From an optimization exercise on the open Yosys and OpenROAD flow, aimed at a short achievable clock period and few clock cycles; shortcuts taken in it are not production practice. Where RTL was checked, it was by simulation tests only, not by an equivalence proof against the original. Power and IR drop assume default switching activity.

Setup of v46:
## CPU
module CPU(
 input clk,
 input rst,
 output [9:0] imem_addr,
 input  [19:0] imem_rdata,
 output [9:0] dmem_addr,
 output [19:0] dmem_wdata,
 output dmem_we,
 input  [19:0] dmem_rdata
);
clock: 7.0 ns
lec_check: 0
abc_clock_period_in_ps: 1500
cap_margin: 20
core_margin: 2
core_utilization: 40
setup_slack_margin: 4.8
slew_margin: 20
tns_end_percent: 100
run.sh (not shown) runs the stock make flow with config.mk's settings and CLKGATE_MAP_FILE= SYNTH_SCRIPT=/design/flow/synth_recipe.tcl, a recipe that flattens the netlist after the stock synthesis.
The flow did not stop early for v46: all stages ran, and the layout cleared the timing, design-rule and antenna checks.
Testbench counts of v46, summed over its fixed seeds: cycles 23,217.
Changes in v47 relative to v46:
- SETUP_SLACK_MARGIN now 4.5, was 4.8
- ABC_CLOCK_PERIOD_IN_PS now 2200, was 1500
Notes after the runs:
- Going from v46 to v47, highest clock rate shrank slightly.
- From v47 to v46, post-synthesis share of cell area spent on and, or, nand and nor gates did not move at all.
- Summary of v47 over v46: starting DRC count in detailed routing now sits lower; relative contribution of the clock network to total power increased by 0.8 points relative to the old numbers.
- v47 ended up with met5 as its top routing layer in use; v46 ended up with met4.
[inputs] v5 vs v47
- CORE_UTILIZATION now 45, was 40
- SETUP_SLACK_MARGIN now 4.8, was 4.5
==> notes.md <==
Delta (v5 minus v47): hold slack climbed 8.9 ps, standby leakage power climbed about 10%, vertical extent of the die dropped about 5.6%, core utilization climbed 13 points.
The inputs of v49 differ from those of v5 as listed below.
- changing CORE_UTILIZATION from 45 to 40
==> flow/flow/run.sh (new file) <==
#!/bin/bash
# Standard layout, with the port buffers made from a stronger buffer cell
# than the one ORFS picks by default (a slow delay buffer).
set -e
export BUFFER_PORTS_ARGS="-buffer_cell sky130_fd_sc_hd__buf_8"
bash standard.sh > standard.log 2>&1
==> flow/standard.sh (new file) <==
#!/bin/bash
# synth_recipe.tcl (not shown) runs the flow's synth.tcl, then flattens the netlist and writes it again
# the make line also repeats each setting of config.mk as NAME=value (left out here)
make -C /OpenROAD-flow-scripts/flow DESIGN_CONFIG=/design/flow/config.mk WORK_HOME=/design/flow/orfs CLKGATE_MAP_FILE= SYNTH_SCRIPT=/design/flow/synth_recipe.tcl "${@:-finish}"
removed: flow/run.sh
Findings:
v49 ended with every stage complete and zero timing, DRC or antenna violations.
v5 vs v49, launch point of the worst path: imem_rdata[4] vs ca[15]
Number of buffers created by CTS: v49 vs v5 down about 1.4%
Between v5 and v49, the fraction of standard cell area in multi-input logic is higher for v5.
v49: cell area after placement higher than v5
Higher wire length among v5 and v49: v5
In v49, the global-route usage came out 4.2 points below the value in v5.
Hold slack: v49 vs v5 up 6.6 ps
Between v49 and v5, the sequential cell area figures differ only marginally.
v49 -> v5: depth of the critical timing path with buffers and inverters included flat
Proportion of power drawn by the clock network was lower in the run labelled v5.
Re count of vias placed by the detailed router: v49 is 1.1% down on v5.

========
v6:
CPU again, from the RTL that the note above started with.
export LEC_CHECK = 0
export ABC_CLOCK_PERIOD_IN_PS = 2200
export CAP_MARGIN = 20
export CORE_MARGIN = 2
export CORE_UTILIZATION = 40
export SETUP_SLACK_MARGIN = 4.8
export SLEW_MARGIN = 20
export TNS_END_PERCENT = 100
create_clock -name core_clock -period 7.0 [get_ports {clk}]
Stock flow here: none of the scripts above is used.
The flow did not stop early for v6: all stages ran, and the layout cleared the timing, design-rule and antenna checks.
Testbench counts of v6, summed over its fixed seeds: cycles 23,217.
> inputs changed (v6 -> v7)
Settings: an added CTS_CLUSTER_SIZE of 30; an added CTS_CLUSTER_DIAMETER of 60.
==> notes.md <==
Wire: v7 routes less than v6. v7 vs v6: number of buffers added by the clock tree synthesis step down. v6 has higher maximum level of the CTS H-tree than v7.

========
CPU, a different RTL version from the one above (not shown whole).
For scale: about 2900 cells after synthesis, roughly 600 flip-flops, roughly 83 I/O pins, about 0.032 mm^2 of cells after synthesis.
==> flow/design.v (excerpt) <==
module CPU(
 input clk,
 input rst,
 output [9:0] imem_addr,
 input  [19:0] imem_rdata,
 output [9:0] dmem_addr,
 output [19:0] dmem_wdata,
 output dmem_we,
 input  [19:0] dmem_rdata
);
 reg  [9:0] fpc;           
 reg        dv;            
 reg  [9:0] dpc, dpc1;     
 assign imem_addr = fpc;
 wire [9:0] fpc_inc = fpc + 10'd1;
 wire [19:0] di = imem_rdata;
 wire [3:0]  dop = di[19:16];
 wire d_jump = dop == 4'h8;
 wire d_br   = dop[3] & (dop[2] | (dop[1] & dop[0]));
 wire d_back = d_br & di[7];
 reg  [4:0] dhi_p1, dhi_m1;
 wire [5:0] d_jlo, d_blo;
 wire [4:0] d_jhi0, d_jhi1;
 ks_add #(6, 3) d_jladd (.a({1'b0, dpc1[4:0]}), .b({1'b0, di[4:0]}), .s(d_jlo));
 ks_add #(5, 3) d_jh0add (.a(dpc1[9:5]), .b(di[9:5]), .s(d_jhi0));
 ks_add #(5, 3) d_jh1add (.a(dhi_p1), .b(di[9:5]), .s(d_jhi1));
 ks_add #(6, 3) d_bladd (.a({1'b0, dpc1[4:0]}), .b({1'b0, di[7:3]}), .s(d_blo));
 wire [9:0] d_jt = {d_jlo[5] ? d_jhi1 : d_jhi0, d_jlo[4:0]};
 wire [4:0] d_bhi = di[7] ? (d_blo[5] ? dpc1[9:5] : dhi_m1) : (d_blo[5] ? dhi_p1 : dpc1[9:5]);
 wire [9:0] d_bt = {d_bhi, d_blo[4:0]};
 reg  [19:0] ir;
 reg         rv;           
 reg  [9:0]  rpc, rpc1;
 reg         rhold;        
 reg         r_bp;         
 reg         r_fb;         
 wire [3:0]  rop = ir[19:16];
 wire r_alu = ~rop[3];
 wire r_jmp = rop == 4'h8;
 wire r_ld  = rop == 4'h9;
 wire r_st  = rop == 4'hA;
 wire r_br  = rop[3] & (rop[2] | (rop[1] & rop[0]));
 wire r_fbv = rv & r_fb;
 reg  [3:0] ra_addr, rb_addr;     
 wire [9:0] r_bt, r_jt;
 ks_add #(10, 4) r_badd (.a(rpc1), .b({{5{ir[7]}}, ir[7:3]}), .s(r_bt));
 ks_add #(10, 4) r_jadd (.a(rpc1), .b(ir[9:0]), .s(r_jt));
 wire [9:0] r_succ = r_jmp ? r_jt : rpc1;
 wire d_alu = ~dop[3];
 wire d_st  = dop == 4'hA;
  ...
export LEC_CHECK = 0
export ABC_CLOCK_PERIOD_IN_PS = 2200
export CAP_MARGIN = 20
export CORE_MARGIN = 2
export CORE_UTILIZATION = 40
export SETUP_SLACK_MARGIN = 4.8
export SLEW_MARGIN = 20
export TNS_END_PERCENT = 100
create_clock -name core_clock -period 7.0 [get_ports {clk}]
Rerun with:
==> flow/flow/run.sh (new file) <==
#!/bin/bash
# Standard layout, with the port buffers made from a stronger buffer cell
# than the one ORFS picks by default (a slow delay buffer).
set -e
export BUFFER_PORTS_ARGS="-buffer_cell sky130_fd_sc_hd__buf_8"
bash standard.sh > standard.log 2>&1
==> flow/standard.sh (new file) <==
#!/bin/bash
# synth_recipe.tcl (not shown) runs the flow's synth.tcl, then flattens the netlist and writes it again
# the make line also repeats each setting of config.mk as NAME=value (left out here)
make -C /OpenROAD-flow-scripts/flow DESIGN_CONFIG=/design/flow/config.mk WORK_HOME=/design/flow/orfs CLKGATE_MAP_FILE= SYNTH_SCRIPT=/design/flow/synth_recipe.tcl "${@:-finish}"
removed: flow/run.sh
Result: Clock skew grows by 13 ps. Sequential power barely changes. Final area shrinks by about 8%. Core utilization shrinks by 4.7 points. Combinational power shrinks by about 10%. Die area is unchanged. Synthesized area is unchanged.
No functional check of the RTL was part of any run of this note.

==> re-timing with driven ports <==
Ports are ideal in the flow. The routed layouts listed here were re-timed in OpenROAD.
Step 1: set_driving_cell puts a clkbuf_16 on clk and a buf_2 on each other input, an assumption about the parent block.
Step 2, shift: input delay + t, output delay - t, t = (earliest + latest rising clock arrival at the registers) / 2. This alone moves slack from input paths to output paths.
Slacks: ideal ports / drivers / drivers and shift; pairs: ideal ports / drivers.
run	t (ns)	setup slack, ns	hold slack, ns
v46	0.707	4.159 / 4.168 / 3.461	0.450 / 0.450 / 0.450
v47	0.704	4.131 / 4.140 / 3.436	0.446 / 0.446 / 0.446
v5	0.703	4.084 / 4.093 / 3.390	0.455 / 0.455 / 0.455
v49	0.722	4.092 / 4.092 / 3.402	0.462 / 0.462 / 0.462
v6	0.707	4.159 / 4.168 / 3.461	0.450 / 0.450 / 0.450
v7	0.731	4.191 / 4.196 / 3.465	0.444 / 0.444 / 0.444
the first run of note 3	0.697	3.802 / 3.802 / 3.286	0.459 / 0.459 / 0.459
the second run of note 3	0.697	3.966 / 3.966 / 3.402	0.456 / 0.456 / 0.456
After both steps setup and hold are still met in every run listed. For v7, which loses most, drivers alone change the setup slack by +0.005 ns; drivers and shift together by -0.726 ns.
